From an optimization exercise on the open Yosys and OpenROAD flow, aimed at a short achievable clock period and few clock cycles; shortcuts taken in it are not production practice. In this exercise RTL edits were held to simulation tests only and were not proved equivalent to the original. Power and IR drop assume default switching activity.

==> design/flow/design.v <==
`timescale 1ns / 1ps
module alu(
    input wire [31:0] i_r,
    input wire [31:0] i_s,
    input wire [2:0] switch,
	 input wire [4:0] shamt,
    output wire o_zf,
    output reg [31:0] disp_code);
    always @*
        case(switch[2:0])
        3'b000: disp_code=i_r[31:0]&i_s[31:0];
        3'b001: disp_code=i_r[31:0]|i_s[31:0];
        3'b010: disp_code=i_r[31:0]+i_s[31:0];
        3'b110: disp_code=i_r[31:0]-i_s[31:0];
        3'b111: disp_code=i_r[31:0]<i_s[31:0]?1:0;
		  3'b011: disp_code=i_s[31:0]<<shamt;
		  3'b100: disp_code=i_s[31:0]>>shamt;
		  3'b101: disp_code=i_s[31:0]^i_r[31:0];
        endcase
	assign o_zf = (disp_code=={32{1'b0}})? 1'b1: 1'b0;
endmodule
`timescale 1ns / 1ps
module aluc(
   input wire [1:0] aluop,
	input wire [5:0] func,
	output reg[2:0] ctl
	);
	always@ *
	begin
		ctl = 3'b010;  
		case(aluop)
		2'b00:ctl = 3'b010; 
		2'b01:ctl = 3'b110; 
		2'b10:
		begin
			case(func)
				6'b100000:ctl = 3'b010; 
				6'b100010:ctl = 3'b110; 
				6'b100100:ctl = 3'b000; 
				6'b100101:ctl = 3'b001; 
				6'b101010:ctl = 3'b111; 
				6'b000000:ctl = 3'b011; 
				6'b000010:ctl = 3'b100; 
				6'b100110:ctl = 3'b101; 
			endcase
		end
		endcase
	end
endmodule
`timescale 1ns / 1ps
module clock_mux_2(A, B, Ctrl, S);
	parameter N=32;
	input wire[N-1:0] A, B;
	input wire Ctrl;
	output wire[N-1:0] S;
	assign S = (Ctrl == 1'b0) ? A : B;
endmodule
`timescale 1ns / 1ps
module clock_mux_4(S, Ctrl, A, B, C, D);
	parameter N=32;
	input wire[N-1:0] A, B, C, D;
	input wire [1:0] Ctrl;
	output reg [N-1:0] S;
	always @* begin
	  case (Ctrl)
	    2'b00: S=A;
		 2'b01: S=B;
		 2'b10: S=C;
		 2'b11: S=D;
	  endcase
	end
endmodule
`timescale 1ns / 1ps
module extend(
   input wire [15:0] i_16,
   output wire [31:0] o_32
   );
	assign o_32 = {{16{i_16[15]}},i_16};
endmodule
`timescale 1ns / 1ps
module register(
   input wire clk, 
	input wire rst, 
	input wire regwrite,
	input wire [31:0] datain,
	output reg [31:0] dataout
	);
	always @(posedge clk) begin
		if(rst)dataout<=0;
		else if(regwrite)dataout<=datain;
	end
endmodule
`timescale 1ns / 1ps
module clock_pc(
   input wire clk,
	input wire rst,
	input wire we,
	input wire [10:0] in,
	output reg [10:0] out
	);
	always @(posedge clk) begin
		if(rst)out<=0;
		else if(we)out<=in;
	end
endmodule
`timescale 1ns / 1ps
module statereg(
   input wire clk,
	input wire rst,
	input wire regwrite,
	input wire [3:0] datain,
	output reg [3:0] dataout
   );
	always @(posedge clk) begin
		if(rst)
			dataout<=0;
		else if(regwrite)
			dataout<=datain;
	end
endmodule
`timescale 1ns / 1ps
module clock_ctrl(
   input wire clk,
	input wire rst,
	input wire [5:0] op,
	output wire [18:0] ctrl
   );
	wire [3:0] now,nxt;
	wire ma,lw,sw,r ,bq,j,ai,bn;
	wire [19:0] mw;
	wire [20:0] temp;
	statereg sr0(clk,rst,1'b1,nxt,now);
	and(ma, op[5],~op[4],       ~op[2], op[1], op[0]); 
	and(lw, op[5],~op[4],~op[3],~op[2], op[1], op[0]); 
	and(sw, op[5],~op[4], op[3],~op[2], op[1], op[0]); 
	and(r ,~op[5],~op[4],~op[3],~op[2],~op[1],~op[0]); 
	and(bq,~op[5],~op[4],~op[3], op[2],~op[1],~op[0]); 
	and(bn,~op[5],~op[4],~op[3], op[2],~op[1], op[0]); 
	and(j ,~op[5],~op[4],~op[3],~op[2], op[1],~op[0]); 
	and(ai,~op[5],~op[4], op[3],~op[2],~op[1],~op[0]); 
	and(mw[0],~now[3],~now[2],~now[1],~now[0]);
	and(mw[1],~now[3],~now[2],~now[1],now[0]); 
	and(mw[2],~now[3],~now[2],~now[1],now[0],ma); 
	and(mw[3],~now[3],~now[2],~now[1],now[0],r ); 
	and(mw[4],~now[3],~now[2],~now[1],now[0],bq); 
	and(temp[0],~now[3],~now[2],~now[1],now[0],bn); 
	and(mw[5],~now[3],~now[2],~now[1],now[0],j ); 
	and(mw[6],~now[3],~now[2],~now[1],now[0],ai); 
	and(mw[7],~now[3],~now[2], now[1],~now[0]); 
	and(mw[8],~now[3],~now[2], now[1],~now[0],lw); 
	and(mw[9],~now[3],~now[2], now[1],~now[0],sw); 
	and(mw[10],~now[3],~now[2],now[1],~now[0],ai); 
	and(mw[11],~now[3],~now[2],now[1], now[0]); 
	and(mw[12],~now[3],now[2],~now[1],~now[0]); 
	and(mw[13],~now[3],now[2],~now[1], now[0]); 
	and(mw[14],~now[3],now[2], now[1],~now[0]); 
	and(mw[15],~now[3],now[2], now[1], now[0]); 
	and(mw[16],now[3],~now[2],~now[1],~now[0]); 
	and(mw[17], now[3],~now[2],~now[1],now[0]); 
	and(mw[18],now[3],~now[2], now[1],~now[0]); 
	and(temp[1],now[3],~now[2],now[1], now[0]); 
	or(nxt[3],mw[4],mw[5],mw[10],temp[0]);
	or(nxt[2],mw[3],mw[9],mw[11],mw[14]);
	or(nxt[1],mw[2],mw[3],mw[6],mw[8],mw[10],mw[14],temp[0]);
	or(nxt[0],mw[0],mw[5],mw[8],mw[9],mw[14],temp[0]);
	assign ctrl[18]=temp[1];              
	assign ctrl[17]=mw[14];                 
	or(ctrl[16],mw[16],temp[1]);          
	or(ctrl[15],mw[7],mw[14],mw[16],temp[1]);	 
	or(ctrl[14],mw[1],mw[7]);				 
	or(ctrl[13],mw[0],mw[1]);				 
	assign ctrl[12]=mw[15];					 
	assign ctrl[11]=mw[12];					 
	or(ctrl[10],mw[12],mw[15],mw[18]);	 
	or(ctrl[9],mw[11],mw[13]);				 
	or(ctrl[8],mw[0],mw[11]);				 
	assign ctrl[7] = mw[13];					 
	assign ctrl[6] = mw[0];						 
	assign ctrl[5] = mw[17];					 
	or(ctrl[4],mw[16],temp[1]);					 
	or(ctrl[3],mw[16],temp[1]);					 
	or(ctrl[2],mw[0],mw[17]);				 
	or(ctrl[1],mw[0],mw[7],mw[11],mw[14]);	 
	or(ctrl[0],mw[0],mw[1],mw[11],mw[14]);	 
endmodule
`timescale 1ns / 1ps
module regs(clk, rst, i_addr1, i_addr2, i_addr3,i_wreg, i_wdata, i_wen, o_op1, o_op2, o_op3);
	input wire clk, rst, i_wen;
	input wire[4:0] i_addr1, i_addr2, i_addr3, i_wreg;
	input wire[31:0] i_wdata;
	output wire[31:0] o_op1, o_op2, o_op3;
	reg [31:0]mem[31:0];
	assign o_op1 = (i_addr1 == 5'd0) ? 32'd0 : mem[i_addr1];
	assign o_op2 = (i_addr2 == 5'd0) ? 32'd0 : mem[i_addr2];
	assign o_op3 = (i_addr3 == 5'd0) ? 32'd0 : mem[i_addr3];  
	always @(posedge clk)
		if (i_wen && i_wreg != 5'd0)  
			mem[i_wreg] <= i_wdata;
endmodule
`timescale 1ns / 1ps
module mcpu(clk,rst,mem_addr,mem_wdata,mem_we,mem_rdata
    );
	 input wire clk,rst;
	 output wire [10:0] mem_addr;
	 output wire [31:0] mem_wdata;
	 output wire mem_we;
	 input wire [31:0] mem_rdata;
	 wire zero,PCWriteCond,PCWrite,IorD,MemRead,MemWrite,MemtoReg,IRWrite,RegDst,RegWrite,ALUSrcA;
	 wire and_out,or_out,selectzero,zeroout;
	 wire [1:0] PCSource,ALUSrcB,ALUop,seq;
	 wire [2:0] aluc;
	 wire [31:0] IR,Wdat,RdatA,RdatB,RinA,RinB,Result,ALUout,MDR,testResult,inst,Rdat1,Rdat2,extendout,pcout;
	 wire [10:0] Addr,next_pc;
	 wire [4:0] Wreg,test;
	 wire [18:0] ctrl;
	 assign selectzero = ctrl[18];
	 assign ALUop = ctrl[17:16];
	 assign ALUSrcA = ctrl[15];
	 assign ALUSrcB = ctrl[14:13];
	 assign RegDst = ctrl[12];
	 assign MemtoReg = ctrl[11];
	 assign RegWrite = ctrl[10];
	 assign IorD = ctrl[9];
	 assign MemRead = ctrl[8];
	 assign MemWrite = ctrl[7];
	 assign IRWrite = ctrl[6];
	 assign PCSource = ctrl[5:4];
	 assign PCWriteCond = ctrl[3];
	 assign PCWrite = ctrl[2];
	 assign seq = ctrl[1:0];
	 clock_ctrl x_clock_ctrl(clk,rst,IR[31:26],ctrl);
	 clock_mux_2 #(1) M0(zero,~zero,selectzero,zeroout);
	 and(and_out,zeroout,PCWriteCond);
	 or(or_out,and_out,PCWrite);
	 clock_mux_4 M1(pcout,PCSource,Result,ALUout,{6'b000000,IR[25:0]},32'h00000000);
	 clock_pc x_clock_pc(clk,rst,or_out,pcout[10:0],next_pc);
	 assign mem_addr = Addr;
	 assign mem_wdata = RdatB;
	 assign mem_we = MemWrite;
	 assign inst = mem_rdata;
	 register x_IR(clk,rst,IRWrite,inst,IR);
	 register x_MDR(clk,rst,1'b1,inst,MDR);
	 register x_A(clk,rst,1'b1,Rdat1,RdatA);
	 register x_B(clk,rst,1'b1,Rdat2,RdatB);
	 register x_ALUout(clk,rst,1'b1,Result,ALUout);
	 extend x_extend(IR[15:0],extendout);
	 clock_mux_2 #(5) M2(IR[20:16],IR[15:11],RegDst,Wreg);
	 clock_mux_2 #(11) M6(next_pc,ALUout[10:0],IorD,Addr);
	 clock_mux_2 #(32) M3(ALUout,MDR,MemtoReg,Wdat);
	 clock_mux_2 #(32) M4({{21'b000000000000000000000},next_pc},RdatA,ALUSrcA,RinA);
	 clock_mux_4 M5(RinB,ALUSrcB,RdatB,32'h00000001,extendout,extendout);
	 regs x_regs(clk,rst,IR[25:21],IR[20:16],test,Wreg,Wdat,RegWrite,Rdat1,Rdat2,testResult);
	 aluc x_aluc(ALUop,IR[5:0],aluc);
	 alu x_alu(RinA,RinB,aluc,IR[10:6],zero,Result);
	 assign test[4:0]=5'd0;
endmodule
==> design/flow/run.sh <==
#!/bin/bash
# synth_recipe.tcl (not shown) runs the flow's synth.tcl, then flattens the netlist and writes it again
# the make line also repeats each setting of config.mk as NAME=value (left out here)
make -C /OpenROAD-flow-scripts/flow DESIGN_CONFIG=/design/flow/config.mk WORK_HOME=/design/flow/orfs CLKGATE_MAP_FILE= SYNTH_SCRIPT=/design/flow/synth_recipe.tcl finish
==> design/flow/config.mk <==
export PLATFORM = sky130hd
export DESIGN_NAME = mcpu
export DESIGN_NICKNAME = mcpu
export VERILOG_FILES = /design/flow/design.v
export SDC_FILE = /design/flow/constraint.sdc
export NUM_CORES = 4
export LEC_CHECK = 0
export CAP_MARGIN = 20
export CORE_MARGIN = 2
export CORE_UTILIZATION = 40
export SLEW_MARGIN = 20
==> design/flow/constraint.sdc <==
create_clock -name core_clock -period 10.0 [get_ports {clk}]
set_input_delay 2.0000 -clock core_clock [delete_from_list [all_inputs] [get_ports {clk}]]
set_output_delay 2.0000 -clock core_clock [all_outputs]
set_load 0.01 [all_outputs]
==> metrics.cfg <==
[run_status]
status = finished clean

[critical_path]
crit_type = flop to flop
required_ns = 10.66
crit_chain = nand2b_1 -> mux2_2 -> o22ai_4 -> mux2_2 -> ha_1 -> nor2_1 -> o311ai_0 -> o31ai_1 -> o21ai_0 -> a21oi_1 -> o211ai_1 -> mux2i_1 -> nor2_1 -> o32ai_1 -> o21ai_0 -> nor3_1 -> a21oi_2 -> nor4b_4 -> mux2_2
crit_buf_inv = 0
crit_arrival_ns = 9.50
cp_top_family = compound AO/OA/AOI/OAI gates
r2r_cells = 19
cp_max_fo = 14
crit_path_end_kind = flop
start_kind = flop
path_common_cell = mux2_2
slowest_delay_ns = 0.92
cp_slowest_cell = o311ai_0
r2r_start = x_clock_ctrl.sr0.dataout[3]
r2r-end = x_clock_pc.out[10]
r2r_setup_slack_ns = 1.16

[timing]
rsz0062_at_grt = false
finalSetupViolations = 0
worstMarginPinSlew_ns = 1.17
drv_slew = 0
fin_crit_sh_pct = 88.4
max_freq_mhz = 113
tns_ns = 0
slew_headroom_pct = 22.1
fin_worst_skew_ns = 0.0221
layout_min_cycle_time_ns = 8.84
hold_violations = 0

[power_and_ir_drop]
power.leakage_uw = 0.0232
p_sw_uw = 7590
p_int_uw = 11700
powerDensity_nw_per_um2 = 271
power_frac_clock_pct = 24.0
ir_drop_v = 0.000180
seq_power_share_pct = 34.9
switching_share_pct = 39.4
p_comb_share_pct = 41.1

[placed_design]
io_buffers = 77
placed_cells = 6511
gp_congestion = 1.02
dp_hpwl_um = 149000

[global_route]
grt_max_degree = 105
grt_pass1_vias = 43240
antenna_found_initial = 9
grtUsageTotal_pct = 28.3
grt_first_pass_wirelength_um = 329000
gr-total-overflow = 0

[clock_network]
ctsHtreeMaxLevel = 3
clock_latency_ns = 0.78
clock-sinks = 1199
cts_buffers = 120
hold_buffers = 0
post_cts_buffers = 0
clkTransAtPathRegs_ns = 0.07
cts_tree = built
cts_resized = 0
clock-root-buffer = clkbuf_16
clockBufferDepth = 3

[drt]
drtIter0Drc = 5907
routed_wl_um = 234000
wl_per_cell_um = 34.7
vias = 44642
drt_pre_antenna_iters = 6
antenna_left = 0
drc = 0
via_per_inst = 6.62

[synthesis]
synth_area_um2 = 63700
synth_commonest_cells = edfxtp_1 (1024), mux4_2 (508), nand2_1 (340)
synthTopCellsByArea = edfxtp_1 (48%), mux4_2 (18%), dfxtp_1 (5.5%)
synth-edff-count = 1024
synth.distinct_cells = 97
async_reset_ff_share_pct = 0
synth_cells = 4577
ys.flop_type = edfxtp_1
synth_seq_cells = 1199
syn_avg_cell_area_um2 = 13.9
yosys_warnings = 7
yosysMostFrequentCell = edfxtp_1
yosys.area.top_type_share_pct = 48.3
ys_seq_area_share_pct = 53.8
yosys.area.top_type = edfxtp_1

[cells_and_area]
nets = 4696
drive_gt1_share_pct = 22.7
area_growth_pct = 11.6
fillers = 13903
layout.cells.non_filler = 6746
fin_util_pct = 45.0

[hold_path]
whs_path_depth = 2
min_from = x_IR.dataout[30]
min_path_type = flop to flop
whs_endpoint = x_IR.dataout[30]

[die]
die_area_um2 = 162000
die_y_um = 403
placement_rows = 146
start_util_pct = 40.3
fp.dieW_um = 403
io_pins = 78
core_um2 = 158000

[job]
max_cap_violations = 0

[power groups by stage]
stage	clock (uW)	sequential (uW)	combinational (uW)
after floorplan	0	6350	5290
after global placement	0	6820	7750
after detailed placement	0	6820	7760
after CTS	4670	6710	7780
after global routing	4850	6740	8330
final	4620	6730	7930
[area by class of cell]
cell class | count | area [um^2] | area share (%)
antenna | 5 | 12.5 | 0.0176
clock inverter | 76 | 751 | 1.06
inverter | 109 | 412 | 0.579
sequential | 1199 | 34300 | 48.2
clock buffer | 154 | 3280 | 4.61
multi-input combinational | 2924 | 28000 | 39.4
tap | 2072 | 2590 | 3.65
timing repair buffer | 207 | 1780 | 2.51
[state kept, by name (all words and copies together), names as in the netlist]
register,flops
x_clock_ctrl.sr0.dataout,4
x_ALUout.dataout,32
x_MDR.dataout,32
x_clock_pc.out,11
x_regs.mem,1024
x_B.dataout,32
x_IR.dataout,32
x_A.dataout,32
[worst reg2reg max path: cells and delay by family, from the launching register on]
kind | cells | cell delay (ns)
AO/OA/AOI/OAI | 9 | 3.61
adder cells (fa/ha/maj) | 1 | 0.51
flip-flops | 1 | 0.67
multiplexers | 4 | 1.52
AND/OR/NAND/NOR | 5 | 2.44
[worst max path at each step]
stage | endpoint | start | slack, ns | depth (start not counted)
global route | x_clock_pc.out[2] | x_clock_ctrl.sr0.dataout[3] | 0.98 | 21
global placement | x_clock_pc.out[10] | x_clock_ctrl.sr0.dataout[3] | 1.67 | 19
finish | x_clock_pc.out[10] | x_clock_ctrl.sr0.dataout[3] | 1.16 | 19
detailed placement | x_clock_pc.out[10] | x_clock_ctrl.sr0.dataout[3] | 1.49 | 20
CTS | x_clock_pc.out[10] | x_clock_ctrl.sr0.dataout[3] | 1.49 | 20
floorplan | x_clock_pc.out[1] | x_clock_ctrl.sr0.dataout[2] | 3.60 | 24
[cell usage in the layout, fill, tap and decap left out, drive strengths merged, types with 32 or more instances in the layout]
cell type         n
a211oi           49
a21oi           251
a221oi           62
a31oi            38
buf             131
clkbuf          154
clkdlybuf4s50    76
clkinv           57
conb             32
dfxtp           175
edfxtp         1024
ha               99
inv             117
mux2            127
mux2i           247
mux4            508
nand2           340
nand3            47
nor2            296
nor2b            68
nor3             68
o21ai           124
o221ai           37
o22ai            93
[through the flow]
stage,worst slack [ns],total power (uW),hold WS (ns),cell area (um^2)
2_1_floorplan,3.60,11600,0.443,63800
3_3_place_gp,1.67,14600,0.477,67100
3_5_place_dp,1.49,14600,0.491,67100
4_1_cts,1.49,19200,0.500,71100
5_1_grt,0.983,19900,0.526,71100
6_report,1.16,19300,0.502,71100
[logic make-up (layout without fill, tap and decap cells)]
logic type	count (synthesis)	in the layout	synth area share [%]
mux	882	882	24.2
flops	1199	1199	53.8
simple gates	985	985	7.11
fa+ha+maj	101	101	2.01
other cells	1	37	0.00589
compound gates	896	896	9.54
xor+xnor	28	28	0.385
buf+inv	485	546	3.03
[routing by layer]
layer / vias to the layer above / GRT usage (%) / wire length (um) / part of all wire, %
li1: 18220 / - / - / -
met1: 23221 / 38.9 / 92400 / 39
met2: 2673 / 44.6 / 108000 / 46
met3: 522 / 5.21 / 23200 / 9.9
met4: 6 / 11.3 / 10400 / 4.4
met5: - / 0 / 40 / 0.017
Testbench counts, summed over its fixed seeds: cycles 57,967.

port drivers added, routing unchanged:
The results above use ideal ports. As a check the final layout listed here was re-extracted and re-timed, cells and wires unchanged. Step 1, drivers: a clkbuf_16 drives clk and a buf_2 each remaining input, both assumed. Step 2 adds t to the input delays and takes it off the output delays; t is the mean of the earliest and latest rising clock arrival at the registers after step 1. Input paths then give back, and output paths get back, about the clock's delay inside the block. Slacks: ideal / step 1 / step 2; pairs: ideal / step 1.
shift t [ns]: 0.847
setup WS [ns]: 1.161 / 1.161 / 1.161
worst setup path after step 2: register to register
slew at the worst register clock pin (ns): 0.07 / 0.07
After both steps setup and hold are still met in this run. The setup slack of this run moves by 0.000 ns with the drivers and by 0.000 ns with both steps.
